This is an optimization exercise on Yosys and OpenROAD, whose aim is small area, a short achievable clock period and few clock cycles, not a production implementation.
Function was checked by simulation only, so behaviour that the tests miss may differ from the original.

--- design/flow/config.mk ---
export PLATFORM = sky130hd
export DESIGN_NAME = LearningMachine
export DESIGN_NICKNAME = LearningMachine
export VERILOG_FILES = /design/flow/design.v
export SDC_FILE = /design/flow/constraint.sdc
export NUM_CORES = 4
export LEC_CHECK = 0
export ABC_CLOCK_PERIOD_IN_PS = 5000
export CAP_MARGIN = 20
export CORE_MARGIN = 2
export CORE_UTILIZATION = 40
export SETUP_SLACK_MARGIN = 5
export SLEW_MARGIN = 20
export SYNTH_HIERARCHICAL = 1
export SYNTH_MINIMUM_KEEP_SIZE = 0
--- design/flow/constraint.sdc ---
create_clock -name core_clock -period 12.0 [get_ports {clk}]
set_input_delay 2.4000 -clock core_clock [delete_from_list [all_inputs] [get_ports {clk}]]
set_output_delay 2.4000 -clock core_clock [all_outputs]
set_load 0.01 [all_outputs]
--- design/flow/design.v ---
`timescale 1ns/1ns
module Controller(input clk, rst, start, compare, flag, output InitYin, InitW1, InitW2, InitB, InitFlag, InitAlpha, LdX1, LdX2, LdT, Select2, LdYin, LdFlag, LdAlphaT, LdW1, LdW2, LdB,ReadEn,Ready, output [1:0] Select1, Sel1, Sel2);
	reg initYin, initW1, initW2, initB, initFlag, initAlpha, ldX1, ldX2, ldT, select2, ldYin, ldFlag, ldAlphaT, ldW1, ldW2, ldB;
	reg [1:0] select1, sel1, sel2;
	reg [3:0] ns, ps;
	reg ldCnt, cntDown;
	reg readEn, ready;
	wire co;
	reg [7:0] Cout;
	always@(ps, start, co, compare, flag)begin
		ns = 4'b0;
		case(ps)
			4'b0000: begin
				ns = (start)? 4'b0001 : 4'b0000;
			  end
			4'b0001: begin
				ns = 4'b0010;
				end
			4'b0010: begin
				ns = 4'b0011;
				end
			4'b0011: begin
				ns = 4'b0100;
				end
			4'b0100: begin
				ns = 4'b0101;
				end
			4'b0101: begin
				ns = compare ? 4'b0110 : 4'b1010;
				end
			4'b0110: begin
				ns = 4'b0111;
				end
			4'b0111: begin
				ns = 4'b1000;
				end
			4'b1000: begin
				ns = 4'b1001;
				end
			4'b1001: begin
				ns = 4'b1010;
				end
			4'b1010: begin
				ns = (co == 0) ? 4'b0010 : 
				     (flag == 1) ? 4'b1011 : 
				     (flag == 0) ? 4'b0000 : 4'b1010;
				end
			4'b1011: begin
			  ns = 4'b0010;
			  end
			default: ns = 4'b0000;
		endcase
	end
	always@(ps)begin
		{initYin, initW1, initW2, initB, initFlag, ldCnt, initAlpha, ldX1, ldX2, ldT, cntDown, select2, ldYin, ldFlag, ldAlphaT, ldW1, ldW2, ldB} = 18'b0;
		readEn = 1'b0;
		ready = 1'b0;
		select1 = 2'b0;
		sel1 = 2'b0;
		sel2 = 2'b0;
		case(ps)
			4'b0000: begin
				ready = 1;
			  end
			4'b0001: begin
				initW1 = 1;
				initW2 = 1;
				initB = 1;
				initYin = 1;
				ldCnt = 1;
				initAlpha = 1;
				end
			4'b0010: begin
				ldX1 = 1;
				ldX2 = 1;
				ldT = 1;
				cntDown = 1;
				readEn = 1;
				end
			4'b0011: begin
				sel1 = 2'b00;
				sel2 = 2'b01;
				select1 = 2'b01;
				select2 = 1;
				ldYin = 1;
				end
			4'b0100: begin
				sel1 = 2'b01;
				sel2 = 2'b10;
				select1 = 2'b00;
				select2 = 1;
				ldYin = 1;
				end
			4'b0101: begin
				end
			4'b0110: begin
				sel1 = 2'b10;
				sel2 = 2'b0;
				ldAlphaT = 1;
				ldFlag = 1;
				end
			4'b0111: begin
				sel1 = 2'b11;
				sel2 = 2'b01;
				select2 = 1;
				select1 = 2'b10;
				ldW1 = 1;
				end
			4'b1000: begin
				sel1 = 2'b11;
				sel2 = 2'b10;
				select2 = 1;
				select1 = 2'b11;
				ldW2 = 1;
				end
			4'b1001: begin
				select2 = 0;
				select1 = 2'b01;
				ldB = 1;
				end
			4'b1010: begin
				end
			4'b1011: begin
			  ldCnt = 1;
			  initFlag = 1;
			  end
		endcase
	end
	always@(posedge clk,posedge rst)begin
		if(rst) ps <= 4'b0000;
		else ps <= ns;
	end
	always@(posedge clk, posedge rst)begin
	  if(rst)
	    Cout = 8'b11001000;
	  else begin
	    if(ldCnt) Cout <= 8'b11001000;
	    else if(cntDown) Cout <= Cout - 1;
	  end
  end
  assign co = ~|{Cout};
  assign InitYin = initYin;
  assign InitW1 = initW1;
  assign InitW2 = initW2;
  assign InitB = initB;
  assign InitFlag = initFlag;
  assign LdCnt = ldCnt;
  assign InitAlpha = initAlpha;
  assign LdX1 = ldX1;
  assign LdX2 = ldX2;
  assign LdT = ldT;
  assign CntDown = cntDown;
  assign Select1 = select1;
  assign Select2 = select2;
  assign LdYin = ldYin;
  assign LdFlag = ldFlag;
  assign LdAlphaT = ldAlphaT;
  assign LdW1 = ldW1;
  assign LdW2 = ldW2;
  assign LdB = ldB;
  assign Sel1 = sel1;
  assign Sel2 = sel2;
  assign ReadEn = readEn;
  assign Ready = ready;
endmodule
`timescale 1ns/1ns
module FlagReg(input clk,rst,loadData,initVal, output out);
  reg outData;
  assign out = outData;
  always@(posedge clk, posedge rst)begin
    if(rst) outData <= 1'b0;
    else
    begin
      if(initVal) outData <= 1'b0;
      else
    begin
    if (loadData) outData <= 1'b1;
    else outData <= outData;
    end
  end
  end
endmodule
`timescale 1ns/1ns
module Reg2bit(input clk,rst,loadData,initVal, input [1:0] inData, output[1:0] out);
  reg [1:0] outData;
  assign out = outData;
  always@(posedge clk, posedge rst)begin
    if(rst) outData <= 2'b0;
    else
    begin
      if(initVal) outData <= 2'b0;
      else
    begin
    if (loadData) outData <= inData;
    else outData <= outData;
    end
  end
  end
endmodule
`timescale 1ns/1ns
module Reg3bit(input clk,rst,loadData,initVal, input [2:0] inData, output[2:0] out);
  reg [2:0] outData;
  assign out = outData;
  always@(posedge clk, posedge rst)begin
    if(rst) outData <= 3'b0;
    else
    begin
      if(initVal) outData <= 3'b0;
      else
    begin
    if (loadData) outData <= inData;
    else outData <= outData;
    end
  end
  end
endmodule
`timescale 1ns/1ns
module Reg7bit(input clk,rst,loadData,initVal, input [6:0] inData, output[6:0] out);
  reg [6:0] outData;
  assign out = outData;
  always@(posedge clk, posedge rst)begin
    if(rst) outData <= 7'b0;
    else
    begin
      if(initVal) outData <= 7'b0;
      else
    begin
    if (loadData) outData <= inData;
    else outData <= outData;
    end
  end
  end
endmodule
`timescale 1ns/1ns
module Reg14bit(input clk,rst,loadData,initVal, input [13:0] inData, output[13:0] out);
  reg [13:0] outData;
  assign out = outData;
  always@(posedge clk, posedge rst)begin
    if(rst) outData <= 14'b0;
    else
    begin
      if(initVal) outData <= 14'b0;
      else
    begin
    if (loadData) outData <= inData;
    else outData <= outData;
    end
  end
  end
endmodule
`timescale 1ns/1ns
module Mux2to1(input select, input [13:0]in1,in2, output [13:0]MuxOut);
  assign MuxOut = ~select ? in1 : in2;
endmodule
`timescale 1ns/1ns
module Mux4to1(input [1:0]select, input [13:0]in1,in2,in3,in4, output [13:0]MuxOut);
  assign MuxOut = select==2'b00 ? in1 :
          select==2'b01 ? in2 :
          select==2'b10 ? in3 :
          select==2'b11 ? in4 : 14'bz;
endmodule
`timescale 1ns/1ns
module adder( input [13:0] op1, op2, output [13:0] result );
  assign result = op1 + op2;
endmodule
`timescale 1ns/1ns
module multiplier( input [13:0] op1, op2, output [13:0] result );
  wire [27:0] w;
  wire signed [13:0] operand1,operand2;
  assign operand1 = op1;
  assign operand2 = op2;
  assign w = operand1 * operand2;
  assign result = w[21:8];
endmodule
`timescale 1ns/1ns
module DataPath(input clk,rst, input [6:0] x1Data,x2Data, input [1:0] tData, input InitYin, InitW1, InitW2, InitB, InitFlag, InitAlpha, LdX1, LdX2, LdT, Select2, LdYin, LdFlag, LdAlphaT, LdW1, LdW2, LdB, input [1:0]  Select1, Sel1, Sel2, output compare, flag, output[1:0] signYin, output[13:0] w1,w2,b,Yin);
  wire [6:0] x1,x2;
  wire [1:0] t;
  wire [2:0] alpha,alphaT;
  wire [13:0] AddOut,MultOut,MultOp1,MultOp2,AddOp1,AddOp2;
  wire [13:0] castedT,castedAlphaT,castedAlpha,castedX1,castedX2;
  assign castedT = t[1] ? {4'b1111, t, 8'b0}: {4'b0, t, 8'b0};
  assign castedAlphaT = alphaT[2] ? {5'b11111, alphaT, 6'b0}: {5'b0, alphaT, 6'b0};
  assign castedAlpha = alpha[2] ? {5'b11111, alpha, 6'b0}: {5'b0, alpha, 6'b0};
  assign castedX1 = x1[6] ? {3'b111, x1, 4'b0}: {3'b0, x1, 4'b0};
  assign castedX2 = x2[6] ? {3'b111, x2, 4'b0}: {3'b0, x2, 4'b0};
  FlagReg FLAG(clk,rst,LdFlag,InitFlag, flag);
  Reg2bit T(clk,rst,LdT,1'b0,tData,t);
  Reg3bit ALPHA(clk,rst,InitAlpha,1'b0,3'b011, alpha);
  Reg3bit ALPHAT(clk,rst,LdAlphaT,1'b0,MultOut[8:6], alphaT);
  Reg7bit X1(clk,rst,LdX1,1'b0,x1Data, x1);
  Reg7bit X2(clk,rst,LdX2,1'b0,x2Data, x2);
  Reg14bit W1(clk,rst,LdW1,InitW1,AddOut, w1);
  Reg14bit W2(clk,rst,LdW2,InitW2,AddOut, w2);
  Reg14bit B (clk,rst,LdB,InitB,AddOut, b);
  Reg14bit YIN (clk,rst,LdYin,InitYin,AddOut, Yin);
  Mux4to1 MULTOP1(Sel1,w1,w2,castedT,castedAlphaT, MultOp1);
  Mux4to1 MULTOP2(Sel2,castedAlpha,castedX1,castedX2,14'b0, MultOp2);
  Mux4to1 ADDOP1(Select1,Yin,b,w1,w2, AddOp1);
  Mux2to1 ADDOP2(Select2,castedAlphaT,MultOut, AddOp2);
  multiplier MULTIPLIER(MultOp1,MultOp2, MultOut);
  adder ADDER(AddOp1,AddOp2, AddOut);
  assign compare = (Yin == 14'b0) ? 1 : (Yin[13] ^ t[1]);
  assign signYin = Yin[13] ? 2'b11 : 2'b01;  
endmodule
`timescale 1ns/1ns
module LearningMachine(input clk,rst, start, input [6:0] x1Data,x2Data, input [1:0] tData, output[1:0] signYin, output[13:0] w1,w2,b,Yin,output ReadEn, Ready);
  reg busy, rdEn, valid;
  reg xlast, flag;
  reg [7:0] cnt;      
  reg [6:0] x1, x2;
  reg [3:0] o1, o2;      
  reg [2:0] tw1, tw2;    
  reg t;
  reg [11:0] u1, u2;
  reg [7:0] v;
  reg [13:0] yReg;
  wire [13:0] ya, yb;
  wire [11:0] u1n, u2n;
  wire n1;
  wire n2;
  wire n3;
  wire n4;
  wire n5;
  wire n6;
  wire n7;
  wire n8;
  wire n9;
  wire n10;
  wire n11;
  wire n12;
  wire n13;
  wire n14;
  wire n15;
  wire n16;
  wire n17;
  wire n18;
  wire n19;
  wire n20;
  wire n21;
  wire n22;
  wire n23;
  wire n24;
  wire n25;
  wire n26;
  wire n27;
  wire n28;
  wire n29;
  wire n30;
  wire n31;
  wire n32;
  wire n33;
  wire n34;
  wire n35;
  wire n36;
  wire n37;
  wire n38;
  wire n39;
  wire n40;
  wire n41;
  wire n42;
  wire n43;
  wire n44;
  wire n45;
  wire n46;
  wire n47;
  wire n48;
  wire n49;
  wire n50;
  wire n51;
  wire n52;
  wire n53;
  wire n54;
  wire n55;
  wire n56;
  wire n57;
  wire n58;
  wire n59;
  wire n60;
  wire n61;
  wire n62;
  wire n63;
  wire n64;
  wire n65;
  wire n66;
  wire n67;
  wire n68;
  wire n69;
  wire n70;
  wire n71;
  wire n72;
  wire n73;
  wire n74;
  wire n75;
  wire n76;
  wire n77;
  wire n78;
  wire n79;
  wire n80;
  wire n81;
  wire n82;
  wire n83;
  wire n84;
  wire n85;
  wire n86;
  wire n87;
  wire n88;
  wire n89;
  wire n90;
  wire n91;
  wire n92;
  wire n93;
  wire n94;
  wire n95;
  wire n96;
  wire n97;
  wire n98;
  wire n99;
  wire t100;
  wire s101;
  wire c102;
  wire t103;
  wire s104;
  wire c105;
  wire s106;
  wire c107;
  wire t108;
  wire s109;
  wire c110;
  wire t111;
  wire s112;
  wire c113;
  wire t114;
  wire s115;
  wire c116;
  wire t117;
  wire s118;
  wire c119;
  wire s120;
  wire c121;
  wire t122;
  wire s123;
  wire c124;
  wire t125;
  wire s126;
  wire c127;
  wire t128;
  wire s129;
  wire c130;
  wire t131;
  wire s132;
  wire c133;
  wire t134;
  wire s135;
  wire c136;
  wire t137;
  wire s138;
  wire c139;
  wire t140;
  wire s141;
  wire c142;
  wire t143;
  wire s144;
  wire c145;
  wire t146;
  wire s147;
  wire c148;
  wire t149;
  wire s150;
  wire c151;
  wire t152;
  wire s153;
  wire c154;
  wire t155;
  wire s156;
  wire c157;
  wire t158;
  wire s159;
  wire c160;
  wire t161;
  wire s162;
  wire c163;
  wire t164;
  wire s165;
  wire c166;
  wire t167;
  wire s168;
  wire c169;
  wire t170;
  wire s171;
  wire c172;
  wire s173;
  wire c174;
  wire t175;
  wire s176;
  wire c177;
  wire t178;
  wire s179;
  wire c180;
  wire s181;
  wire c182;
  wire t183;
  wire s184;
  wire c185;
  wire s186;
  wire c187;
  wire t188;
  wire s189;
  wire c190;
  wire t191;
  wire s192;
  wire c193;
  wire t194;
  wire s195;
  wire c196;
  wire s197;
  wire c198;
  wire t199;
  wire s200;
  wire c201;
  wire t202;
  wire s203;
  wire c204;
  wire t205;
  wire s206;
  wire c207;
  wire t208;
  wire s209;
  wire c210;
  wire t211;
  wire s212;
  wire c213;
  wire t214;
  wire s215;
  wire c216;
  wire t217;
  wire s218;
  wire c219;
  wire t220;
  wire s221;
  wire c222;
  wire t223;
  wire s224;
  wire c225;
  wire t226;
  wire s227;
  wire c228;
  wire t229;
  wire s230;
  wire c231;
  wire t232;
  wire s233;
  wire c234;
  wire t235;
  wire s236;
  wire c237;
  wire t238;
  wire s239;
  wire c240;
  wire t241;
  wire s242;
  wire c243;
  wire t244;
  wire s245;
  wire c246;
  wire t247;
  wire s248;
  wire c249;
  wire t250;
  wire s251;
  wire c252;
  wire t253;
  wire s254;
  wire c255;
  wire t256;
  wire s257;
  wire c258;
  wire t259;
  wire s260;
  wire c261;
  wire t262;
  wire s263;
  wire c264;
  wire s265;
  wire c266;
  wire t267;
  wire s268;
  wire c269;
  wire t270;
  wire s271;
  wire c272;
  wire t273;
  wire s274;
  wire c275;
  wire t276;
  wire s277;
  wire c278;
  wire t279;
  wire s280;
  wire c281;
  wire t282;
  wire s283;
  wire c284;
  wire t285;
  wire s286;
  wire c287;
  wire t288;
  wire s289;
  wire c290;
  wire t291;
  wire s292;
  wire c293;
  wire t294;
  wire s295;
  wire c296;
  wire t297;
  wire s298;
  wire c299;
  wire t300;
  wire s301;
  wire c302;
  wire t303;
  wire s304;
  wire c305;
  wire s306;
  wire c307;
  wire t308;
  wire s309;
  wire c310;
  wire t311;
  wire s312;
  wire c313;
  wire t314;
  wire s315;
  wire c316;
  wire t317;
  wire s318;
  wire c319;
  wire t320;
  wire s321;
  wire c322;
  wire t323;
  wire s324;
  wire c325;
  wire t326;
  wire s327;
  wire c328;
  wire t329;
  wire s330;
  wire c331;
  wire t332;
  wire s333;
  wire c334;
  wire t335;
  wire s336;
  wire c337;
  wire t338;
  wire s339;
  wire c340;
  wire t341;
  wire s342;
  wire c343;
  wire t344;
  wire s345;
  wire c346;
  wire s347;
  wire c348;
  wire s349;
  wire c350;
  wire s351;
  wire c352;
  wire s353;
  wire c354;
  wire s355;
  wire c356;
  wire s357;
  wire c358;
  wire s359;
  wire c360;
  wire s361;
  wire c362;
  wire s363;
  wire c364;
  wire s365;
  wire c366;
  wire s367;
  wire c368;
  wire s369;
  wire c370;
  wire s371;
  wire c372;
  wire s373;
  wire c374;
  wire g375;
  wire p376;
  wire g377;
  wire p378;
  wire g379;
  wire p380;
  wire g381;
  wire p382;
  wire g383;
  wire p384;
  wire g385;
  wire p386;
  wire g387;
  wire p388;
  wire g389;
  wire p390;
  wire g391;
  wire p392;
  wire g393;
  wire p394;
  wire g395;
  wire p396;
  wire g397;
  wire p398;
  wire g399;
  wire p400;
  wire g401;
  wire p402;
  wire g403;
  wire p404;
  wire g405;
  wire p406;
  wire g407;
  wire p408;
  wire g409;
  wire p410;
  wire g411;
  wire p412;
  wire g413;
  wire p414;
  wire g415;
  wire p416;
  wire g417;
  wire p418;
  wire g419;
  wire p420;
  wire g421;
  wire p422;
  wire g423;
  wire p424;
  wire y425;
  wire y426;
  wire y427;
  wire y428;
  wire y429;
  wire y430;
  wire y431;
  wire y432;
  wire y433;
  wire y434;
  wire y435;
  wire y436;
  wire y437;
  assign n1 = ((o1[0] & u1[0])) ^ x1[1];
  assign n2 = ((o1[0] & u1[1]) | (tw1[0] & u1[0])) ^ x1[1];
  assign n3 = ((o1[0] & u1[2]) | (tw1[0] & u1[1])) ^ x1[1];
  assign n4 = ((o1[0] & u1[3]) | (tw1[0] & u1[2])) ^ x1[1];
  assign n5 = ((o1[0] & u1[4]) | (tw1[0] & u1[3])) ^ x1[1];
  assign n6 = ((o1[0] & u1[5]) | (tw1[0] & u1[4])) ^ x1[1];
  assign n7 = ((o1[0] & u1[6]) | (tw1[0] & u1[5])) ^ x1[1];
  assign n8 = ((o1[0] & u1[7]) | (tw1[0] & u1[6])) ^ x1[1];
  assign n9 = ((o1[0] & u1[8]) | (tw1[0] & u1[7])) ^ x1[1];
  assign n10 = ((o1[0] & u1[9]) | (tw1[0] & u1[8])) ^ x1[1];
  assign n11 = ((o1[0] & u1[10]) | (tw1[0] & u1[9])) ^ x1[1];
  assign n12 = ((o1[0] & u1[11]) | (tw1[0] & u1[10])) ^ x1[1];
  assign n13 = ~(((o1[0] & u1[11]) | (tw1[0] & u1[11])) ^ x1[1]);
  assign n14 = ((o1[1] & u1[0])) ^ x1[3];
  assign n15 = ((o1[1] & u1[1]) | (tw1[1] & u1[0])) ^ x1[3];
  assign n16 = ((o1[1] & u1[2]) | (tw1[1] & u1[1])) ^ x1[3];
  assign n17 = ((o1[1] & u1[3]) | (tw1[1] & u1[2])) ^ x1[3];
  assign n18 = ((o1[1] & u1[4]) | (tw1[1] & u1[3])) ^ x1[3];
  assign n19 = ((o1[1] & u1[5]) | (tw1[1] & u1[4])) ^ x1[3];
  assign n20 = ((o1[1] & u1[6]) | (tw1[1] & u1[5])) ^ x1[3];
  assign n21 = ((o1[1] & u1[7]) | (tw1[1] & u1[6])) ^ x1[3];
  assign n22 = ((o1[1] & u1[8]) | (tw1[1] & u1[7])) ^ x1[3];
  assign n23 = ((o1[1] & u1[9]) | (tw1[1] & u1[8])) ^ x1[3];
  assign n24 = ((o1[1] & u1[10]) | (tw1[1] & u1[9])) ^ x1[3];
  assign n25 = ((o1[1] & u1[11]) | (tw1[1] & u1[10])) ^ x1[3];
  assign n26 = ~(((o1[1] & u1[11]) | (tw1[1] & u1[11])) ^ x1[3]);
  assign n27 = ((o1[2] & u1[0])) ^ x1[5];
  assign n28 = ((o1[2] & u1[1]) | (tw1[2] & u1[0])) ^ x1[5];
  assign n29 = ((o1[2] & u1[2]) | (tw1[2] & u1[1])) ^ x1[5];
  assign n30 = ((o1[2] & u1[3]) | (tw1[2] & u1[2])) ^ x1[5];
  assign n31 = ((o1[2] & u1[4]) | (tw1[2] & u1[3])) ^ x1[5];
  assign n32 = ((o1[2] & u1[5]) | (tw1[2] & u1[4])) ^ x1[5];
  assign n33 = ((o1[2] & u1[6]) | (tw1[2] & u1[5])) ^ x1[5];
  assign n34 = ((o1[2] & u1[7]) | (tw1[2] & u1[6])) ^ x1[5];
  assign n35 = ((o1[2] & u1[8]) | (tw1[2] & u1[7])) ^ x1[5];
  assign n36 = ((o1[2] & u1[9]) | (tw1[2] & u1[8])) ^ x1[5];
  assign n37 = ((o1[2] & u1[10]) | (tw1[2] & u1[9])) ^ x1[5];
  assign n38 = ((o1[2] & u1[11]) | (tw1[2] & u1[10])) ^ x1[5];
  assign n39 = (o1[3] & u1[0]);
  assign n40 = x1[6] & ~((o1[3] & u1[0]));
  assign n41 = ((o1[3] & u1[1])) ^ x1[6];
  assign n42 = ((o1[3] & u1[2])) ^ x1[6];
  assign n43 = ((o1[3] & u1[3])) ^ x1[6];
  assign n44 = ((o1[3] & u1[4])) ^ x1[6];
  assign n45 = ((o1[3] & u1[5])) ^ x1[6];
  assign n46 = ((o1[3] & u1[6])) ^ x1[6];
  assign n47 = ((o1[3] & u1[7])) ^ x1[6];
  assign n48 = ((o1[3] & u1[8])) ^ x1[6];
  assign n49 = ((o1[3] & u1[9])) ^ x1[6];
  assign n50 = n1 & x1[1] & n2;
  assign n51 = ((o2[0] & u2[0])) ^ x2[1];
  assign n52 = ((o2[0] & u2[1]) | (tw2[0] & u2[0])) ^ x2[1];
  assign n53 = ((o2[0] & u2[2]) | (tw2[0] & u2[1])) ^ x2[1];
  assign n54 = ((o2[0] & u2[3]) | (tw2[0] & u2[2])) ^ x2[1];
  assign n55 = ((o2[0] & u2[4]) | (tw2[0] & u2[3])) ^ x2[1];
  assign n56 = ((o2[0] & u2[5]) | (tw2[0] & u2[4])) ^ x2[1];
  assign n57 = ((o2[0] & u2[6]) | (tw2[0] & u2[5])) ^ x2[1];
  assign n58 = ((o2[0] & u2[7]) | (tw2[0] & u2[6])) ^ x2[1];
  assign n59 = ((o2[0] & u2[8]) | (tw2[0] & u2[7])) ^ x2[1];
  assign n60 = ((o2[0] & u2[9]) | (tw2[0] & u2[8])) ^ x2[1];
  assign n61 = ((o2[0] & u2[10]) | (tw2[0] & u2[9])) ^ x2[1];
  assign n62 = ((o2[0] & u2[11]) | (tw2[0] & u2[10])) ^ x2[1];
  assign n63 = ~(((o2[0] & u2[11]) | (tw2[0] & u2[11])) ^ x2[1]);
  assign n64 = ((o2[1] & u2[0])) ^ x2[3];
  assign n65 = ((o2[1] & u2[1]) | (tw2[1] & u2[0])) ^ x2[3];
  assign n66 = ((o2[1] & u2[2]) | (tw2[1] & u2[1])) ^ x2[3];
  assign n67 = ((o2[1] & u2[3]) | (tw2[1] & u2[2])) ^ x2[3];
  assign n68 = ((o2[1] & u2[4]) | (tw2[1] & u2[3])) ^ x2[3];
  assign n69 = ((o2[1] & u2[5]) | (tw2[1] & u2[4])) ^ x2[3];
  assign n70 = ((o2[1] & u2[6]) | (tw2[1] & u2[5])) ^ x2[3];
  assign n71 = ((o2[1] & u2[7]) | (tw2[1] & u2[6])) ^ x2[3];
  assign n72 = ((o2[1] & u2[8]) | (tw2[1] & u2[7])) ^ x2[3];
  assign n73 = ((o2[1] & u2[9]) | (tw2[1] & u2[8])) ^ x2[3];
  assign n74 = ((o2[1] & u2[10]) | (tw2[1] & u2[9])) ^ x2[3];
  assign n75 = ((o2[1] & u2[11]) | (tw2[1] & u2[10])) ^ x2[3];
  assign n76 = ~(((o2[1] & u2[11]) | (tw2[1] & u2[11])) ^ x2[3]);
  assign n77 = ((o2[2] & u2[0])) ^ x2[5];
  assign n78 = ((o2[2] & u2[1]) | (tw2[2] & u2[0])) ^ x2[5];
  assign n79 = ((o2[2] & u2[2]) | (tw2[2] & u2[1])) ^ x2[5];
  assign n80 = ((o2[2] & u2[3]) | (tw2[2] & u2[2])) ^ x2[5];
  assign n81 = ((o2[2] & u2[4]) | (tw2[2] & u2[3])) ^ x2[5];
  assign n82 = ((o2[2] & u2[5]) | (tw2[2] & u2[4])) ^ x2[5];
  assign n83 = ((o2[2] & u2[6]) | (tw2[2] & u2[5])) ^ x2[5];
  assign n84 = ((o2[2] & u2[7]) | (tw2[2] & u2[6])) ^ x2[5];
  assign n85 = ((o2[2] & u2[8]) | (tw2[2] & u2[7])) ^ x2[5];
  assign n86 = ((o2[2] & u2[9]) | (tw2[2] & u2[8])) ^ x2[5];
  assign n87 = ((o2[2] & u2[10]) | (tw2[2] & u2[9])) ^ x2[5];
  assign n88 = ((o2[2] & u2[11]) | (tw2[2] & u2[10])) ^ x2[5];
  assign n89 = ((o2[3] & u2[0])) ^ x2[6];
  assign n90 = ((o2[3] & u2[1])) ^ x2[6];
  assign n91 = ((o2[3] & u2[2])) ^ x2[6];
  assign n92 = ((o2[3] & u2[3])) ^ x2[6];
  assign n93 = ((o2[3] & u2[4])) ^ x2[6];
  assign n94 = ((o2[3] & u2[5])) ^ x2[6];
  assign n95 = ((o2[3] & u2[6])) ^ x2[6];
  assign n96 = ((o2[3] & u2[7])) ^ x2[6];
  assign n97 = ((o2[3] & u2[8])) ^ x2[6];
  assign n98 = ((o2[3] & u2[9])) ^ x2[6];
  assign n99 = n51 & x2[1] & n52;
  LM_x2 xt100(x1[3], x2[3], t100);
  LM_x2 xs101(t100, n3, s101);
  LM_mj mc102(x1[3], x2[3], n3, c102);
  LM_x2 xt103(x1[5], x2[5], t103);
  LM_x2 xs104(t103, n5, s104);
  LM_mj mc105(x1[5], x2[5], n5, c105);
  LM_ha hs106(n6, n17, s106, c107);
  LM_x2 xt108(x2[6], n7, t108);
  LM_x2 xs109(t108, n18, s109);
  LM_mj mc110(x2[6], n7, n18, c110);
  LM_x2 xt111(n29, n39, t111);
  LM_x2 xs112(t111, n57, s112);
  LM_mj mc113(n29, n39, n57, c113);
  LM_x2 xt114(n8, n19, t114);
  LM_x2 xs115(t114, n30, s115);
  LM_mj mc116(n8, n19, n30, c116);
  LM_x2 xt117(n40, n41, t117);
  LM_x2 xs118(t117, n58, s118);
  LM_mj mc119(n40, n41, n58, c119);
  LM_ha hs120(n69, n80, s120, c121);
  LM_x2 xt122(v[0], n9, t122);
  LM_x2 xs123(t122, n20, s123);
  LM_mj mc124(v[0], n9, n20, c124);
  LM_x2 xt125(n31, n42, t125);
  LM_x2 xs126(t125, n59, s126);
  LM_mj mc127(n31, n42, n59, c127);
  LM_x2 xt128(n70, n81, t128);
  LM_x2 xs129(t128, n91, s129);
  LM_mj mc130(n70, n81, n91, c130);
  LM_x2 xt131(v[1], n10, t131);
  LM_x2 xs132(t131, n21, s132);
  LM_mj mc133(v[1], n10, n21, c133);
  LM_x2 xt134(n32, n43, t134);
  LM_x2 xs135(t134, n60, s135);
  LM_mj mc136(n32, n43, n60, c136);
  LM_x2 xt137(n71, n82, t137);
  LM_x2 xs138(t137, n92, s138);
  LM_mj mc139(n71, n82, n92, c139);
  LM_x2 xt140(v[2], n11, t140);
  LM_x2 xs141(t140, n22, s141);
  LM_mj mc142(v[2], n11, n22, c142);
  LM_x2 xt143(n33, n44, t143);
  LM_x2 xs144(t143, n61, s144);
  LM_mj mc145(n33, n44, n61, c145);
  LM_x2 xt146(n72, n83, t146);
  LM_x2 xs147(t146, n93, s147);
  LM_mj mc148(n72, n83, n93, c148);
  LM_x2 xt149(v[3], n12, t149);
  LM_x2 xs150(t149, n23, s150);
  LM_mj mc151(v[3], n12, n23, c151);
  LM_x2 xt152(n34, n45, t152);
  LM_x2 xs153(t152, n62, s153);
  LM_mj mc154(n34, n45, n62, c154);
  LM_x2 xt155(n73, n84, t155);
  LM_x2 xs156(t155, n94, s156);
  LM_mj mc157(n73, n84, n94, c157);
  LM_x2 xt158(v[4], n13, t158);
  LM_x2 xs159(t158, n24, s159);
  LM_mj mc160(v[4], n13, n24, c160);
  LM_x2 xt161(n35, n46, t161);
  LM_x2 xs162(t161, n63, s162);
  LM_mj mc163(n35, n46, n63, c163);
  LM_x2 xt164(n74, n85, t164);
  LM_x2 xs165(t164, n95, s165);
  LM_mj mc166(n74, n85, n95, c166);
  LM_x2 xt167(1'b1, v[5], t167);
  LM_x2 xs168(t167, n25, s168);
  LM_mj mc169(1'b1, v[5], n25, c169);
  LM_x2 xt170(n36, n47, t170);
  LM_x2 xs171(t170, n75, s171);
  LM_mj mc172(n36, n47, n75, c172);
  LM_ha hs173(n86, n96, s173, c174);
  LM_x2 xt175(1'b1, v[6], t175);
  LM_x2 xs176(t175, n26, s176);
  LM_mj mc177(1'b1, v[6], n26, c177);
  LM_x2 xt178(n37, n48, t178);
  LM_x2 xs179(t178, n76, s179);
  LM_mj mc180(n37, n48, n76, c180);
  LM_ha hs181(n87, n97, s181, c182);
  LM_x2 xt183(v[7], n38, t183);
  LM_x2 xs184(t183, n49, s184);
  LM_mj mc185(v[7], n38, n49, c185);
  LM_ha hs186(n88, n98, s186, c187);
  LM_x2 xt188(n14, n50, t188);
  LM_x2 xs189(t188, n53, s189);
  LM_mj mc190(n14, n50, n53, c190);
  LM_x2 xt191(n4, n15, t191);
  LM_x2 xs192(t191, n54, s192);
  LM_mj mc193(n4, n15, n54, c193);
  LM_x2 xt194(n16, n27, t194);
  LM_x2 xs195(t194, n55, s195);
  LM_mj mc196(n16, n27, n55, c196);
  LM_ha hs197(n66, n77, s197, c198);
  LM_x2 xt199(n28, n56, t199);
  LM_x2 xs200(t199, n67, s200);
  LM_mj mc201(n28, n56, n67, c201);
  LM_x2 xt202(n78, s106, t202);
  LM_x2 xs203(t202, c105, s203);
  LM_mj mc204(n78, s106, c105, c204);
  LM_x2 xt205(n68, n79, t205);
  LM_x2 xs206(t205, n89, s206);
  LM_mj mc207(n68, n79, n89, c207);
  LM_x2 xt208(c107, s109, t208);
  LM_x2 xs209(t208, s112, s209);
  LM_mj mc210(c107, s109, s112, c210);
  LM_x2 xt211(n90, s120, t211);
  LM_x2 xs212(t211, c110, s212);
  LM_mj mc213(n90, s120, c110, c213);
  LM_x2 xt214(c113, s115, t214);
  LM_x2 xs215(t214, s118, s215);
  LM_mj mc216(c113, s115, s118, c216);
  LM_x2 xt217(c121, c116, t217);
  LM_x2 xs218(t217, c119, s218);
  LM_mj mc219(c121, c116, c119, c219);
  LM_x2 xt220(s123, s126, t220);
  LM_x2 xs221(t220, s129, s221);
  LM_mj mc222(s123, s126, s129, c222);
  LM_x2 xt223(c124, c127, t223);
  LM_x2 xs224(t223, c130, s224);
  LM_mj mc225(c124, c127, c130, c225);
  LM_x2 xt226(s132, s135, t226);
  LM_x2 xs227(t226, s138, s227);
  LM_mj mc228(s132, s135, s138, c228);
  LM_x2 xt229(c133, c136, t229);
  LM_x2 xs230(t229, c139, s230);
  LM_mj mc231(c133, c136, c139, c231);
  LM_x2 xt232(s141, s144, t232);
  LM_x2 xs233(t232, s147, s233);
  LM_mj mc234(s141, s144, s147, c234);
  LM_x2 xt235(c142, c145, t235);
  LM_x2 xs236(t235, c148, s236);
  LM_mj mc237(c142, c145, c148, c237);
  LM_x2 xt238(s150, s153, t238);
  LM_x2 xs239(t238, s156, s239);
  LM_mj mc240(s150, s153, s156, c240);
  LM_x2 xt241(c151, c154, t241);
  LM_x2 xs242(t241, c157, s242);
  LM_mj mc243(c151, c154, c157, c243);
  LM_x2 xt244(s159, s162, t244);
  LM_x2 xs245(t244, s165, s245);
  LM_mj mc246(s159, s162, s165, c246);
  LM_x2 xt247(s173, c160, t247);
  LM_x2 xs248(t247, c163, s248);
  LM_mj mc249(s173, c160, c163, c249);
  LM_x2 xt250(c166, s168, t250);
  LM_x2 xs251(t250, s171, s251);
  LM_mj mc252(c166, s168, s171, c252);
  LM_x2 xt253(c174, s181, t253);
  LM_x2 xs254(t253, c169, s254);
  LM_mj mc255(c174, s181, c169, c255);
  LM_x2 xt256(c172, s176, t256);
  LM_x2 xs257(t256, s179, s257);
  LM_mj mc258(c172, s176, s179, c258);
  LM_x2 xt259(t, c182, t259);
  LM_x2 xs260(t259, s186, s260);
  LM_mj mc261(t, c182, s186, c261);
  LM_x2 xt262(c177, c180, t262);
  LM_x2 xs263(t262, s184, s263);
  LM_mj mc264(c177, c180, s184, c264);
  LM_ha hs265(n64, n99, s265, c266);
  LM_x2 xt267(n65, c102, t267);
  LM_x2 xs268(t267, c190, s268);
  LM_mj mc269(n65, c102, c190, c269);
  LM_x2 xt270(s197, c193, t270);
  LM_x2 xs271(t270, s104, s271);
  LM_mj mc272(s197, c193, s104, c272);
  LM_x2 xt273(c198, c196, t273);
  LM_x2 xs274(t273, s200, s274);
  LM_mj mc275(c198, c196, s200, c275);
  LM_x2 xt276(c201, s206, t276);
  LM_x2 xs277(t276, c204, s277);
  LM_mj mc278(c201, s206, c204, c278);
  LM_x2 xt279(c207, s212, t279);
  LM_x2 xs280(t279, c210, s280);
  LM_mj mc281(c207, s212, c210, c281);
  LM_x2 xt282(c213, c216, t282);
  LM_x2 xs283(t282, s218, s283);
  LM_mj mc284(c213, c216, s218, c284);
  LM_x2 xt285(c219, c222, t285);
  LM_x2 xs286(t285, s224, s286);
  LM_mj mc287(c219, c222, s224, c287);
  LM_x2 xt288(c225, c228, t288);
  LM_x2 xs289(t288, s230, s289);
  LM_mj mc290(c225, c228, s230, c290);
  LM_x2 xt291(c231, c234, t291);
  LM_x2 xs292(t291, s236, s292);
  LM_mj mc293(c231, c234, s236, c293);
  LM_x2 xt294(c237, c240, t294);
  LM_x2 xs295(t294, s242, s295);
  LM_mj mc296(c237, c240, s242, c296);
  LM_x2 xt297(c243, c246, t297);
  LM_x2 xs298(t297, s248, s298);
  LM_mj mc299(c243, c246, s248, c299);
  LM_x2 xt300(c249, s254, t300);
  LM_x2 xs301(t300, c252, s301);
  LM_mj mc302(c249, s254, c252, c302);
  LM_x2 xt303(c255, s260, t303);
  LM_x2 xs304(t303, c258, s304);
  LM_mj mc305(c255, s260, c258, c305);
  LM_ha hs306(s265, s101, s306, c307);
  LM_x2 xt308(c266, s192, t308);
  LM_x2 xs309(t308, s268, s309);
  LM_mj mc310(c266, s192, s268, c310);
  LM_x2 xt311(s195, c269, t311);
  LM_x2 xs312(t311, s271, s312);
  LM_mj mc313(s195, c269, s271, c313);
  LM_x2 xt314(c272, s203, t314);
  LM_x2 xs315(t314, s274, s315);
  LM_mj mc316(c272, s203, s274, c316);
  LM_x2 xt317(c275, s209, t317);
  LM_x2 xs318(t317, s277, s318);
  LM_mj mc319(c275, s209, s277, c319);
  LM_x2 xt320(s215, c278, t320);
  LM_x2 xs321(t320, s280, s321);
  LM_mj mc322(s215, c278, s280, c322);
  LM_x2 xt323(s221, c281, t323);
  LM_x2 xs324(t323, s283, s324);
  LM_mj mc325(s221, c281, s283, c325);
  LM_x2 xt326(s227, c284, t326);
  LM_x2 xs327(t326, s286, s327);
  LM_mj mc328(s227, c284, s286, c328);
  LM_x2 xt329(s233, c287, t329);
  LM_x2 xs330(t329, s289, s330);
  LM_mj mc331(s233, c287, s289, c331);
  LM_x2 xt332(s239, c290, t332);
  LM_x2 xs333(t332, s292, s333);
  LM_mj mc334(s239, c290, s292, c334);
  LM_x2 xt335(s245, c293, t335);
  LM_x2 xs336(t335, s295, s336);
  LM_mj mc337(s245, c293, s295, c337);
  LM_x2 xt338(s251, c296, t338);
  LM_x2 xs339(t338, s298, s339);
  LM_mj mc340(s251, c296, s298, c340);
  LM_x2 xt341(s257, c299, t341);
  LM_x2 xs342(t341, s301, s342);
  LM_mj mc343(s257, c299, s301, c343);
  LM_x2 xt344(s263, c302, t344);
  LM_x2 xs345(t344, s304, s345);
  LM_mj mc346(s263, c302, s304, c346);
  assign ya = {c343, c340, c337, c334, c331, c328, c325, c322, c319, c316, c313, c310, c307, s306};
  assign yb = {s345, s342, s339, s336, s333, s330, s327, s324, s321, s318, s315, s312, s309, s189};
  LM_ha hs347(s306, s189, s347, c348);
  LM_ha hs349(c307, s309, s349, c350);
  LM_ha hs351(c310, s312, s351, c352);
  LM_ha hs353(c313, s315, s353, c354);
  LM_ha hs355(c316, s318, s355, c356);
  LM_ha hs357(c319, s321, s357, c358);
  LM_ha hs359(c322, s324, s359, c360);
  LM_ha hs361(c325, s327, s361, c362);
  LM_ha hs363(c328, s330, s363, c364);
  LM_ha hs365(c331, s333, s365, c366);
  LM_ha hs367(c334, s336, s367, c368);
  LM_ha hs369(c337, s339, s369, c370);
  LM_ha hs371(c340, s342, s371, c372);
  LM_ha hs373(c343, s345, s373, c374);
  LM_g qg375(c350, s349, c348, g375);
  LM_gp qg377(c354, s353, c352, s351, g377, p378);
  LM_gp qg379(c358, s357, c356, s355, g379, p380);
  LM_gp qg381(c362, s361, c360, s359, g381, p382);
  LM_gp qg383(c366, s365, c364, s363, g383, p384);
  LM_gp qg385(c370, s369, c368, s367, g385, p386);
  LM_gp qg387(c374, s373, c372, s371, g387, p388);
  LM_g qg389(c352, s351, g375, g389);
  LM_g qg391(g377, p378, g375, g391);
  LM_gp qg393(c360, s359, g379, p380, g393, p394);
  LM_gp qg395(g381, p382, g379, p380, g395, p396);
  LM_gp qg397(c368, s367, g383, p384, g397, p398);
  LM_gp qg399(g385, p386, g383, p384, g399, p400);
  LM_g qg401(c356, s355, g391, g401);
  LM_g qg403(g379, p380, g391, g403);
  LM_g qg405(g393, p394, g391, g405);
  LM_g qg407(g395, p396, g391, g407);
  LM_gp qg409(c372, s371, g399, p400, g409, p410);
  LM_gp qg411(g387, p388, g399, p400, g411, p412);
  LM_g qg413(c364, s363, g407, g413);
  LM_g qg415(g383, p384, g407, g415);
  LM_g qg417(g397, p398, g407, g417);
  LM_g qg419(g399, p400, g407, g419);
  LM_g qg421(g409, p410, g407, g421);
  LM_g qg423(g411, p412, g407, g423);
  assign y425 = s349 ^ c348;
  assign y426 = s351 ^ g375;
  assign y427 = s353 ^ g389;
  assign y428 = s355 ^ g391;
  assign y429 = s357 ^ g401;
  assign y430 = s359 ^ g403;
  assign y431 = s361 ^ g405;
  assign y432 = s363 ^ g407;
  assign y433 = s365 ^ g413;
  assign y434 = s367 ^ g415;
  assign y435 = s369 ^ g417;
  assign y436 = s371 ^ g419;
  assign y437 = s373 ^ g421;
  assign yt = {y437, y436, y435, y434, y433, y432, y431, y430, y429, y428, y427, y426, y425, s347};
  wire [5:0] xl1 = x1[5:0] ^ {6{t}};
  wire xs1 = x1[6] ^ t;
  assign u1n = u1 + {4'd0, ~xs1, xs1, xl1} + {4'd0, ~xs1, xl1, t} + {4'b1111, 6'd0, t, 1'b0};
  wire [5:0] xl2 = x2[5:0] ^ {6{t}};
  wire xs2 = x2[6] ^ t;
  assign u2n = u2 + {4'd0, ~xs2, xs2, xl2} + {4'd0, ~xs2, xl2, t} + {4'b1111, 6'd0, t, 1'b0};
  wire [13:0] yt;    
  wire [13:0] y = {yt[13] ^ t, yt[12:0]};
  wire [13:0] zx = ya ^ yb ^ {ya[12:0] | yb[12:0], 1'b0} ^ {t, 13'd0};
  wire yzero = ~|zx;
  wire mis = yzero | yt[13];
  wire upd = valid & mis;
  wire clr = ~busy & start;
  wire [7:0] vn = v + {{6{t}}, ~t, 1'b1};    
  wire last = (cnt == 8'd14);
  function [6:0] booth(input [6:0] x);
    reg [8:0] e;
    integer i;
    begin
      e = {x[6], x, 1'b0};
      for (i = 0; i < 4; i = i + 1)
        booth[i] = e[2*i+1] ^ e[2*i];
      for (i = 0; i < 3; i = i + 1)
        booth[4+i] = (e[2*i+2] & ~e[2*i+1] & ~e[2*i]) | (~e[2*i+2] & e[2*i+1] & e[2*i]);
    end
  endfunction
  wire [6:0] bd1 = booth(x1Data);
  wire [6:0] bd2 = booth(x2Data);
  always @(posedge clk) begin
    x1 <= x1Data; x2 <= x2Data; t <= tData[1];
    o1 <= bd1[3:0]; tw1 <= bd1[6:4];
    o2 <= bd2[3:0]; tw2 <= bd2[6:4];
  end
  always @(posedge clk) begin
    if (!busy) begin
      xlast <= 1'b0; flag <= 1'b0; cnt <= 8'd1;
    end else begin
      if (rdEn) begin
        xlast <= last;
        cnt <= last ? 8'd1 : {cnt[6:0], cnt[7] ^ cnt[5] ^ cnt[4] ^ cnt[3]};
      end
      if (rdEn && last) flag <= 1'b0;
      else if (upd && !xlast) flag <= 1'b1;
    end
  end
  always @(posedge clk, posedge rst) begin
    if (rst) begin
      busy <= 1'b0; rdEn <= 1'b0; valid <= 1'b0;
      u1 <= 12'd0; u2 <= 12'd0; v <= 8'd0; yReg <= 14'd0;
    end else begin
      if (valid) yReg <= y;
      u1 <= upd ? u1n : u1 & {12{~clr}};
      u2 <= upd ? u2n : u2 & {12{~clr}};
      v <= upd ? vn : v & {8{~clr}};
      if (!busy) begin
        if (start) begin
          busy <= 1'b1; rdEn <= 1'b1; valid <= 1'b0;
        end
      end else begin
        valid <= rdEn;
        if (rdEn && last) begin
          rdEn <= flag | upd;
        end else if (!rdEn && xlast && valid) begin
          rdEn <= mis;
          busy <= mis;
        end
      end
    end
  end
  assign w1 = {u1, 2'b00};
  assign w2 = {u2, 2'b00};
  assign b = {v, 6'b0};
  assign Yin = yReg;
  assign signYin = {yReg[13], 1'b1};
  assign ReadEn = rdEn;
  assign Ready = ~busy;
endmodule
module LM_x2(input a, b, output y);
  assign y = a ^ b;
endmodule
module LM_mj(input a, b, c, output y);
  assign y = (a & b) | (a & c) | (b & c);
endmodule
module LM_fa(input a, b, c, output s, co);
  assign s = a ^ b ^ c;
  assign co = (a & b) | (a & c) | (b & c);
endmodule
module LM_ha(input a, b, output s, co);
  assign s = a ^ b;
  assign co = a & b;
endmodule
module LM_gp(input gh, ph, gl, pl, output g, p);
  assign g = gh | (ph & gl);
  assign p = ph & pl;
endmodule
module LM_g(input gh, ph, gl, output g);
  assign g = gh | (ph & gl);
endmodule
--- design/flow/flow/run.sh ---
#!/bin/bash
set -euo pipefail
bash standard.sh SETUP_SLACK_MARGIN=7.5 'BUFFER_PORTS_ARGS=-buffer_cell sky130_fd_sc_hd__buf_1' finish > standard_make.log 2>&1
--- design/flow/standard.sh ---
#!/bin/bash
# synth_recipe.tcl (not shown) runs the flow's synth.tcl, then flattens the netlist and writes it again
# the make line also repeats each setting of config.mk as NAME=value (left out here)
make -C /OpenROAD-flow-scripts/flow DESIGN_CONFIG=/design/flow/config.mk WORK_HOME=/design/flow/orfs CLKGATE_MAP_FILE= SYNTH_SCRIPT=/design/flow/synth_recipe.tcl "${@:-finish}"
==> results of run 1 <==
area by class of cell:
type	count	area [µm²]
Clock buffer	11	254
Clock inverter	5	61.3
Fill cell	2210	12200
Inverter	64	240
Multi-Input combinational cell	859	7180
Sequential cell	86	2050
Tap cell	319	399
Timing Repair Buffer	136	922
Yosys stat by module (local to each module, per instance):
module / cells / times used / cell area, µm² / flip-flops and latches
LM_g: 1 / 12 / 7.51 / 0
LM_mj: 1 / 72 / 11.3 / 0
LM_gp: 2 / 10 / 13.8 / 0
LearningMachine: 795 / 1 / 6780 / 86
LM_ha: 1 / 22 / 12.5 / 0
LM_x2: 1 / 154 / 8.76 / 0
per-layer routing:
metal | wire [µm] | GRT usage [%]
met5 | 0 | 0
met1 | 11100 | 26.8
met3 | 975 | 2.35
met4 | 359 | 5.71
met2 | 11300 | 31.8
how the worst max path moves through the flow:
stage,endpoint,slack [ps],depth (start not counted),startpoint
2_1_floorplan,u2[7],7510,21,x1[3]
3_3_place_gp,u1[11],6630,19,x1[3]
6_report,u1[11],7410,20,u2[7]
4_1_cts,u1[11],7460,21,u1[5]
5_1_grt,u1[0],7170,21,u2[10]
3_5_place_dp,u1[11],6550,19,x1[3]
Yosys cell counts, types with 2 or more instances:
cell type    n  area (µm²)
xor2_1     192        1680
xnor2_1    131        1150
maj3_2      72         811
a22oi_1     64         480
inv_1       63         236
ha_1        61         763
clkbuf_1    54         203
dfrtp_1     49        1230
nand2_1     47         176
o21ai_0     45         225
nor2_1      41         154
dfxtp_1     37         741
a21oi_1     31         155
nand3_1     31         155
a21o_1      30         225
and2_1      14        87.6
fa_1        13         260
nand2b_1    13        81.3
buf_4       12        90.1
buf_1       10        37.5
mux2i_1      6        60.1
nor2b_1      6        37.5
nor3_1       6        30.0
a31oi_1      4        25.0
buf_6        3        33.8
nand3b_1     3        22.5
o21a_1       3        22.5
o21bai_1     3        22.5
o41ai_1      3        26.3
conb_1       2        7.51
mux2_2       2        22.5
nand4_1      2        12.5
o21ai_1      2        10.0
o31ai_1      2        15.0
or2_2        2        12.5
registers in the layout, indices dropped and copies added (netlist names):
register  flops
t             1
u1           12
tw1           3
busy          1
o2            4
tw2           3
flag          1
x2            6
cnt           8
o1            4
valid         1
x1            6
u2           12
xlast         1
rdEn          1
v             8
yReg         14
worst max-delay path, stage by stage, from the launching register on:
cell and delay, ps:
dfrtp_2 500, buf_4 180, a22oi_2 160, xnor2_2 130
maj3_2 380, maj3_2 340, maj3_2 340, xor2_2 180
xor2_1 170, ha_1 320, a21o_1 180, a21o_1 170
a21o_1 150, a21o_1 180, xnor2_2 140, nand2b_4 140
o41a_4 140, buf_12 160, and2_4 180, o21bai_1 160
a22o_1 170
metrics by stage:
step / hold WS [ps] / setup slack (ps) / utilization, % / cell area, µm²
5_1_grt: 499 / 7170 / 47.6 / 11100
3_5_place_dp: 450 / 6550 / 42.1 / 9810
3_3_place_gp: 447 / 6630 / 42.1 / 9810
6_report: 462 / 7410 / 47.6 / 11100
2_1_floorplan: 435 / 7510 / - / 9510
4_1_cts: 465 / 7460 / 45.8 / 10700
timing repair:
item	CTS	global route
cloned	2	4
pin swaps	23	31
endpoints found under the setup margin	36	34
resized for setup	66	61
setup buffers	41	18
cells by family (layout without fill, tap and decap cells):
kind of cell | count (synthesis) | count (layout) | share of synthesized area [%]
other | 2 | 15 | 0.0795
flip-flops | 86 | 86 | 20.8
multiplexers | 8 | 8 | 0.875
AND/OR/NAND/NOR | 170 | 170 | 8.61
buffers and inverters | 143 | 216 | 6.40
XOR/XNOR | 323 | 323 | 30.0
adder cells (fa/ha/maj) | 146 | 146 | 19.4
AO/OA/AOI/OAI | 197 | 197 | 13.8
==> summary.md, run 1 <==
| Metric | Value |
|---|---|
| Status | complete, no violations |
| Vias per cell | 5.09 |
| RSZ-0062 raised after global routing | true |
| Chip Width | 158 µm |
| Crit start category | register |
| Commonest non-fill, non-tap cell in the layout | xor2_1 |
| CTS root buf | clkbuf_16 |
| DRC Markers | 0 |
| Core area | 23300 µm² |
| DP Wirelength | ~17000 µm |
| DR iter-0 viols | 404 |
| Pin count of the biggest net entering global routing | 50 |
| Maximum fanout along the worst path | 9 |
| Layout Skew | 9.09 ps |
| Crit Path Class | reg2reg |
| GRT overflow | 0 |
| FF-to-FF End | u1[11] |
| DR WL/cell | 16.1 µm |
| Longest Clk Path Bufs | 2 |
| Die area | 24800 µm² |
| Hold Crit Depth | 1 |
| Final setup fails | 0 |
| Final net count | 1249 |
| Fin. Hold Viols | 0 |
| Synthesized instance count | 1075 |
| Crit. End Element | register |
| Crit path required time | 12250 ps |
| Router iterations before antenna repair | 7 |
| N_diodes | 0 |
| Final Slew Violations | 0 |
| Vias in the first global route | between 7000 and 8000 |
| Hold_sp | flag |
| Warnings, synthesis | 8 |
| CTS Hold Bufs | 0 |
| Number of antenna violations at the first check in global routing | 0 |
| Non-filler cells, final | 1480 |
| Min Clock Period, post-route | roughly 4600 ps |
| Sequential-to-total area share from yosys stat | 20.8% |
| # IOs | 79 |
| Total Wirelength | approximately 24000 µm |
| Commonest cells after routing, fill and taps aside | xor2_1, xnor2_1, maj3_2 |
| Routability-driven placement congestion ratio | between 0.8 and 0.9 |
| Die height | ~160 µm |
| Crit share post-route | 38.3% |
| #FFs+latches synth | between 80 and 90 |
| GRT Overall Usage | 19.4% |
| CTS buffer count | 9 |
| Mean Syn Cell Area | 8.78 µm² |
| Hold Crit Class | reg2reg |
| First-pass GRT wire length | 38200 µm |
| Worst Reg-to-Reg Cells | 20 |
| Layout cells sized above 1 | 21.5% |
| Reg-to-reg startpoint | u2[7] |
| Starting Density | 40.5% |
| CTS Sinks | 86 |
| Synth cell types | 51 |
| TritonCTS clock tree | built |
| EDFF count, synth | 0 |
| Worst-Skew Late Latency | 360 ps |
| ANT nets after route | 0 |
| Placed instance count | 1399 |
| FMAX | 0.218 GHz |
| Netlist Area Pre-Place | 9440 µm² |
| Setup TNS | 0 ps |
| Htree depth | 3 |
| # port buffers | 66 |
| Area Overhead vs Synth | 17.6% |
| Row count | 56 |
| Slew HR | between 40 and 50% |
| Clock-pin transition on the worst setup and hold timing paths | 70 ps |
| Routed vias | 7532 |
| Slack of the worst reg-to-reg path | 7410 ps |
| Max-cap violations | 0 |
| Synth Flop Type | dfrtp_1 |
| Worst slew pin tran | 773 ps |
| Asr flop ratio synth | 57.0% |
| Worst path arrival time | approximately 4800 ps |
| Worst hold endpoint | flag |
Testbench counts, summed over its fixed seeds: cycles 145,544.
==> run 2: changes to the inputs <==
==> design/flow/flow/run.sh (replaced) <==
#!/bin/bash
set -euo pipefail
bash standard.sh SETUP_SLACK_MARGIN=7 SETUP_MOVE_SEQUENCE=unbuffer,size_down,sizeup,swap,clone 'BUFFER_PORTS_ARGS=-buffer_cell sky130_fd_sc_hd__buf_1' finish > standard_make.log 2>&1
==> summary.md, run 2 <==
| Metric | Value |
|---|---|
| Router iterations before antenna repair | 5 (-2) |
| Count leader, synth | xor2_1 |
| Top reg by flops | yReg |
| Hold Crit Class | reg2reg |
| Htree depth | 3 (unchanged) |
| N_diodes | 0 (unchanged) |
| FF-to-FF End | u1[11] |
| Largest area contributor in the netlist | xor2_1 |
| Final net count | 1187 (-5.0%) |
| Clock-pin transition on the worst setup and hold timing paths | 70 ps (about the same) |
| EDFF count, synth | 0 (unchanged) |
| Slew HR | 53.6% (+6.4 points) |
| Total Wirelength | 22700 µm (-4.4%) |
| Status | complete, no violations |
| Layout Skew | 10.5 ps (+1.44 ps) |
| First-pass GRT wire length | 35600 µm (-6.8%) |
| DR iter-0 viols | 332 (-18%) |
| Max-cap violations | 0 (unchanged) |
| #FFs+latches synth | 86 (unchanged) |
| Chip Width | 158 µm (unchanged) |
| TritonCTS clock tree | built |
| Sequential-to-total area share from yosys stat | 20.8% (unchanged) |
| CTS root buf | clkbuf_16 |
| Worst slew pin tran | 696 ps (-76.5 ps) |
| Vias in the first global route | 6888 (-4.9%) |
| Number of flip-flops under the largest register name | 14 (unchanged) |
| Pin count of the biggest net entering global routing | 65 (+30%) |
| Core area | 23300 µm² (unchanged) |
| Area contributors post-synth | xor2_1, dfrtp_1, xnor2_1 |
| Worst hold endpoint | flag |
| Commonest non-fill, non-tap cell in the layout | xor2_1 |
| ANT nets after route | 0 (unchanged) |
| # port buffers | 66 (unchanged) |
| Synth cell types | 51 (unchanged) |
| GRT Overall Usage | 18.1% (-1.3 points) |
| Mean Syn Cell Area | 8.78 µm² (unchanged) |
| Synth top area share | 17.8% (unchanged) |
| Routed vias | 7241 (-3.9%) |
| Number of antenna violations at the first check in global routing | 0 (unchanged) |
| # IOs | 79 (unchanged) |
| Fin. Hold Viols | 0 (unchanged) |
| Hold Crit Depth | 1 (unchanged) |
| DR WL/cell | 16.0 µm (-0.19%) |
| CTS Sinks | 86 (unchanged) |
| Commonest cells after routing, fill and taps aside | xor2_1, xnor2_1, maj3_2, buf_1, inv_1 |
| Routability-driven placement congestion ratio | 0.889 (+0.71%) |
| Reg-to-reg startpoint | u2[6] |
| Final setup margin | 7180 ps (-234 ps) |
| Starting Density | 40.5% (unchanged) |
| Crit path required time | 12250 ps (about the same) |
| Crit. End Element | register |
| Min Clock Period, post-route | 4820 ps (+234 ps) |
| Worst Reg-to-Reg Cells | 19 (-5.0%) |
| Layout cells sized above 1 | 13.6% (-8.0 points) |
| DP Wirelength | 16800 µm (+1.8%) |
| RSZ-0062 raised after global routing | false |
| Worst-Skew Late Latency | 370 ps (about the same) |
| Area Overhead vs Synth | 9.38% |
| Hold_sp | flag |
| Die height | 158 µm (unchanged) |
| Worst path arrival time | 5080 ps (+240 ps) |
| Die area | 24800 µm² (unchanged) |
| Crit Path Class | reg2reg |
| Warnings, synthesis | 8 (unchanged) |
| Row count | 56 (unchanged) |
| Netlist Area Pre-Place | 9440 µm² (unchanged) |
| Top flop regs | yReg x14, u1 x12, u2 x12 |
| Non-filler cells, final | 1418 (-4.2%) |
| Synthesized instance count | 1075 (unchanged) |
| Maximum fanout along the worst path | 10 (+1) |
| GRT overflow | 0 (unchanged) |
| Synth Flop Type | dfrtp_1 |
| Slack of the worst reg-to-reg path | 7180 ps (-230 ps) |
| Vias per cell | 5.11 (+0.34%) |
| Placed instance count | 1399 (unchanged) |
| CTS buffer count | 9 (unchanged) |
| DP Worst Slack | 6520 ps (-27.5 ps) |
| Longest Clk Path Bufs | 2 (unchanged) |
| Final Slew Violations | 0 (unchanged) |
| Crit share post-route | 40.2% (+1.9 points) |
| Top cells by count, synth | xor2_1, xnor2_1, maj3_2, a22oi_1, inv_1 |
| Final setup fails | 0 (unchanged) |
| Setup TNS | 0 ps (unchanged) |
| FMAX | 0.207 GHz (-4.8%) |
| DRC Markers | 0 (unchanged) |
| Asr flop ratio synth | 57.0% (unchanged) |
| Crit start category | register |
-- run 2: how the worst max path moves through the flow --
stage | slack, ps | from | cells past startpoint | endpoint
finish | 7180 | u2[6] | 19 | u1[11]
global route | 6960 | u2[6] | 19 | u1[11]
CTS | 7030 | u1[0] | 20 | u1[11]
detailed placement | 6520 | o1[0] | 20 | u1[11]
global placement | 6620 | o1[0] | 20 | u1[11]
floorplan | 7230 | x1[3] | 21 | u2[1]
-- run 2: repair_timing --
item	in CTS	in global routing
cloned	0	3
endpoints found under the setup margin	34	33
buffers inserted	0	0
gates resized for setup	28	46
pin swaps	0	5
hold buffers	0	0
-- run 2: cell type report --
| type | instances | area [µm²] |
|---|---|---|
| Clock buffer | 12 | 278 |
| Clock inverter | 4 | 33.8 |
| Fill cell | 2328 | 13000 |
| Inverter | 64 | 240 |
| Multi-Input combinational cell | 859 | 6980 |
| Sequential cell | 86 | 2030 |
| Tap cell | 319 | 399 |
| Timing Repair Buffer | 74 | 373 |
-- run 2: metrics by stage --
stage | cell area, µm² | utilization, % | hold slack, ps
after floorplan | 9490 | - | 435
final | 10300 | 44.3 | 463
after global routing | 10300 | 44.3 | 517
after CTS | 10200 | 43.6 | 467
after detailed placement | 9810 | 42.1 | 449
after global placement | 9810 | 42.1 | 447
-- run 2: cells by family (layout without fill, tap and decap cells) --
group	after synthesis	after routing	share of synthesized area, %
AO/OA/AOI/OAI	197	197	13.8
other	2	15	0.0795
flip-flops	86	86	20.8
AND/OR/NAND/NOR	170	170	8.61
buffers and inverters	143	154	6.40
XOR/XNOR	323	323	30.0
adder cells (fa/ha/maj)	146	146	19.4
multiplexers	8	8	0.875
-- run 2: critical path, stage by stage, from the launching register on --
cell and delay, ps:
dfrtp_2 520, a22oi_1 250, xnor2_1 150, maj3_2 380, maj3_2 330, maj3_1 390
xor2_1 190, xor2_1 230, ha_1 300, and2_1 180, and2_1 160, a21o_4 240
a21o_1 180, xnor2_2 150, nand2b_1 170, o41a_4 180, buf_12 180, and2_4 180
o21bai_1 160, a22o_1 170
-- run 2: Yosys stat by module (local to each module, per instance) --
module	area [µm²]	copies in the design
LM_x2	8.76	154
LM_ha	12.5	22
LM_gp	13.8	10
LM_mj	11.3	72
LM_g	7.51	12
LearningMachine	6780	1
-- run 2: per-layer routing --
| metal | part of all wire, % | track usage [%] |
|---|---|---|
| met1 | 47 | 23.8 |
| met3 | 3.8 | 2.46 |
| met4 | 1.6 | 5.54 |
| met5 | 0 | 0 |
| met2 | 48 | 30.8 |
==> run 3: changes to the inputs <==
==> design/flow/flow/run.sh (replaced) <==
#!/bin/bash
set -euo pipefail
bash standard.sh SETUP_SLACK_MARGIN=7 'BUFFER_PORTS_ARGS=-buffer_cell sky130_fd_sc_hd__buf_1' finish > standard_make.log 2>&1
==> summary.md, run 3 <==
| Metric | Value |
|---|---|
| Synth cell types | 51 (unchanged) |
| Crit start category | register |
| FMAX | 0.211 GHz (+1.8%) |
| Die height | 158 µm (unchanged) |
| Commonest cells after routing, fill and taps aside | xor2_1, xnor2_1, maj3_2 |
| Top reg by flops | yReg |
| Top cells by count, synth | xor2_1, xnor2_1, maj3_2, a22oi_1, inv_1 |
| Router iterations before antenna repair | 5 (unchanged) |
| Crit path required time | 12270 ps (+20 ps) |
| Top flop regs | yReg x14, u1 x12, u2 x12 |
| Clock-pin transition on the worst setup and hold timing paths | 70 ps (about the same) |
| EDFF count, synth | 0 (unchanged) |
| Final Slew Violations | 0 (unchanged) |
| Worst path arrival time | 5010 ps (-70 ps) |
| Layout cells sized above 1 | 15.2% (+1.6 points) |
| Min Clock Period, post-route | 4740 ps (-85.7 ps) |
| Die area | 24800 µm² (unchanged) |
| Warnings, synthesis | 8 (unchanged) |
| Most used cell along the critical path | xor2_1 |
| Routability-driven placement congestion ratio | 0.889 (unchanged) |
| DR iter-0 viols | 368 (+11%) |
| Sequential-to-total area share from yosys stat | 20.8% (unchanged) |
| Crit Path Class | reg2reg |
| First-pass GRT wire length | 35600 µm (unchanged) |
| Routed vias | 7329 (+1.2%) |
| DR WL/cell | 16.1 µm (+0.14%) |
| Starting Density | 40.5% (unchanged) |
| N_diodes | 0 (unchanged) |
| Worst-path cell chain | a22oi_1 > xnor2_1 > xor2_1 > xor2_1 > buf_4 > maj3_2 > maj3_2 > xor2_1 > xor2_1 > ha_1 > and2_1 > and2_1 > a21o_4 > a21o_1 > xnor2_2 > nand2b_1 > o41a_4 > buf_4 > clkbuf_16 > o41ai_2 |
| Slowest library cell on the worst path | dfrtp_2 |
| ANT nets after route | 0 (unchanged) |
| Area contributors post-synth | xor2_1, dfrtp_1, xnor2_1 |
| CTS Sinks | 86 (unchanged) |
| Htree depth | 3 (unchanged) |
| Crit share post-route | 39.5% (-0.71 points) |
| Largest area contributor in the netlist | xor2_1 |
| Vias in the first global route | 6888 (unchanged) |
| Pin count of the biggest net entering global routing | 65 (unchanged) |
| Area occupied by multi-input gates | 6990 µm² (+0.14%) |
| Vias per cell | 5.12 (+0.23%) |
| Area after DPL | 9810 µm² (unchanged) |
| Number of antenna violations at the first check in global routing | 0 (unchanged) |
| Synth Flop Type | dfrtp_1 |
| GRT Overall Usage | 18.1% (unchanged) |
| TritonCTS clock tree | built |
| # IOs | 79 (unchanged) |
| Count leader, synth | xor2_1 |
| Synthesized instance count | 1075 (unchanged) |
| CP delay by family, top | compound AO/OA/AOI/OAI gates |
| DRC Markers | 0 (unchanged) |
| Max-cap violations | 0 (unchanged) |
| Longest Clk Path Bufs | 2 (unchanged) |
| Crit. End Element | register |
| Worst-Skew Late Latency | 360 ps (about the same) |
| # fillers | 2330 (+0.086%) |
| Non-filler cells, final | 1432 (+0.99%) |
| Worst hold slack | 463 ps (+0.0510 ps) |
| # port buffers | 66 (unchanged) |
| Netlist Area Pre-Place | 9440 µm² (unchanged) |
| CTS buffer count | 9 (unchanged) |
| Hold Crit Class | reg2reg |
| Placed instance count | 1399 (unchanged) |
| Setup TNS | 0 ps (unchanged) |
| Layout Skew | 10.4 ps (-0.102 ps) |
| #FFs+latches synth | 86 (unchanged) |
| Slew HR | 53.6% (about the same) |
| Status | complete, no violations |
| Asr flop ratio synth | 57.0% (unchanged) |
| Commonest non-fill, non-tap cell in the layout | xor2_1 |
| Area Overhead vs Synth | 10.3% |
| Final setup fails | 0 (unchanged) |
| Mean Syn Cell Area | 8.78 µm² (unchanged) |
| WP buf/inv | 3 (+2) |
| Total Wirelength | 23000 µm (+1.1%) |
| Post-route cell area | 10400 µm² (+0.86%) |
| Fin. Hold Viols | 0 (unchanged) |
| GRT overflow | 0 (unchanged) |
| Largest stage delay, worst path | 470 ps (-50 ps) |
| DP Wirelength | 16800 µm (unchanged) |
| Synth top area share | 17.8% (unchanged) |
| Number of flip-flops under the largest register name | 14 (unchanged) |
| Row count | 56 (unchanged) |
| Maximum fanout along the worst path | 32 (+22) |
| Final net count | 1201 (+1.2%) |
| Worst slew pin tran | 696 ps (-0.111 ps) |
| Core area | 23300 µm² (unchanged) |
| Seq. cell area | 2030 µm² (about the same) |
| RSZ-0062 raised after global routing | false |
| CTS root buf | clkbuf_16 |
| Chip Width | 158 µm (unchanged) |
run 3: cell counts after synthesis:
No cell type changed its count.
run 3: per-layer routing:
layer / global-route usage (%) / share of wire [%]
met3: 2.46 / 4.1
met2: 30.8 / 48
met1: 23.8 / 47
met5: 0 / 0
met4: 5.54 / 1.6
run 3: path summary, 6_finish.rpt:
path	cells past startpoint	slack (ps)	startpoint	endpoint
max	20	7260	u1[5]	u2[7]
min	1	460	flag	flag
max reg2reg	20	7260	u1[5]	u2[7]
min reg2reg	1	460	flag	flag
max in group asynchronous	3	9280	rst	u1[3]
min in group asynchronous	3	2200	rst	yReg[4]
run 3: modules after synthesis (local to each module, per instance):
module | area (µm²) | cells inside | times used | flops+latches
LM_x2 | 8.76 | 1 | 154 | 0
LM_mj | 11.3 | 1 | 72 | 0
LM_gp | 13.8 | 2 | 10 | 0
LM_g | 7.51 | 1 | 12 | 0
LearningMachine | 6780 | 795 | 1 | 86
LM_ha | 12.5 | 1 | 22 | 0
run 3: per-stage QoR:
stage	setup WS (ps)	util [%]
3_3_place_gp	6620	42.1
5_1_grt	6980	44.6
6_report	7260	44.6
2_1_floorplan	7230	-
3_5_place_dp	6520	42.1
4_1_cts	7030	43.6
run 3: layout make-up:
class / instances / area share, %
repair buffers: 88 / 4.35
clock buffers: 12 / 2.67
flip-flops and latches: 86 / 19.4
inverters: 64 / 2.31
multi-input cells: 859 / 67.1
well taps: 319 / 3.83
clock inverters: 4 / 0.324
run 3: cells by family after synthesis:
kind of cell	count (synthesis)	synth area share [%]
adder cells (fa/ha/maj)	146	19.4
buffers and inverters	143	6.40
multiplexers	8	0.875
flip-flops	86	20.8
AND/OR/NAND/NOR	170	8.61
XOR/XNOR	323	30.0
AO/OA/AOI/OAI	197	13.8
other	2	0.0795
run 3: what timing repair did:
item                       4_1_cts  5_1_grt
cloned                           0        2
resized for setup               28       28
setup buffers                    0       15
setup endpoints to repair       34       33
pin swaps                        0        3
hold buffers                     0        0

re-timing with driven ports:
Ports are ideal in the flow. The routed layouts listed here were re-timed in OpenROAD.
Step 1, drivers: a clkbuf_16 drives clk and a buf_2 each remaining input, both assumed.
Step 2 times the ports against the registers' clock, not the clock port: input delays grow and output delays shrink by t, the midpoint of the rising clock arrivals with the driver on.
Slacks: ideal / step 1 / step 2; pairs: ideal / step 1.
run | t (ns) | setup slack, ns | slew at the worst register clock pin (ns)
run 1 | 0.402 | 7.409 / 7.409 / 7.409 | 0.07 / 0.07
run 2 | 0.405 | 7.175 / 7.175 / 7.175 | 0.07 / 0.07
run 3 | 0.404 | 7.261 / 7.261 / 7.261 | 0.07 / 0.07
After both steps every run listed still meets setup and hold.
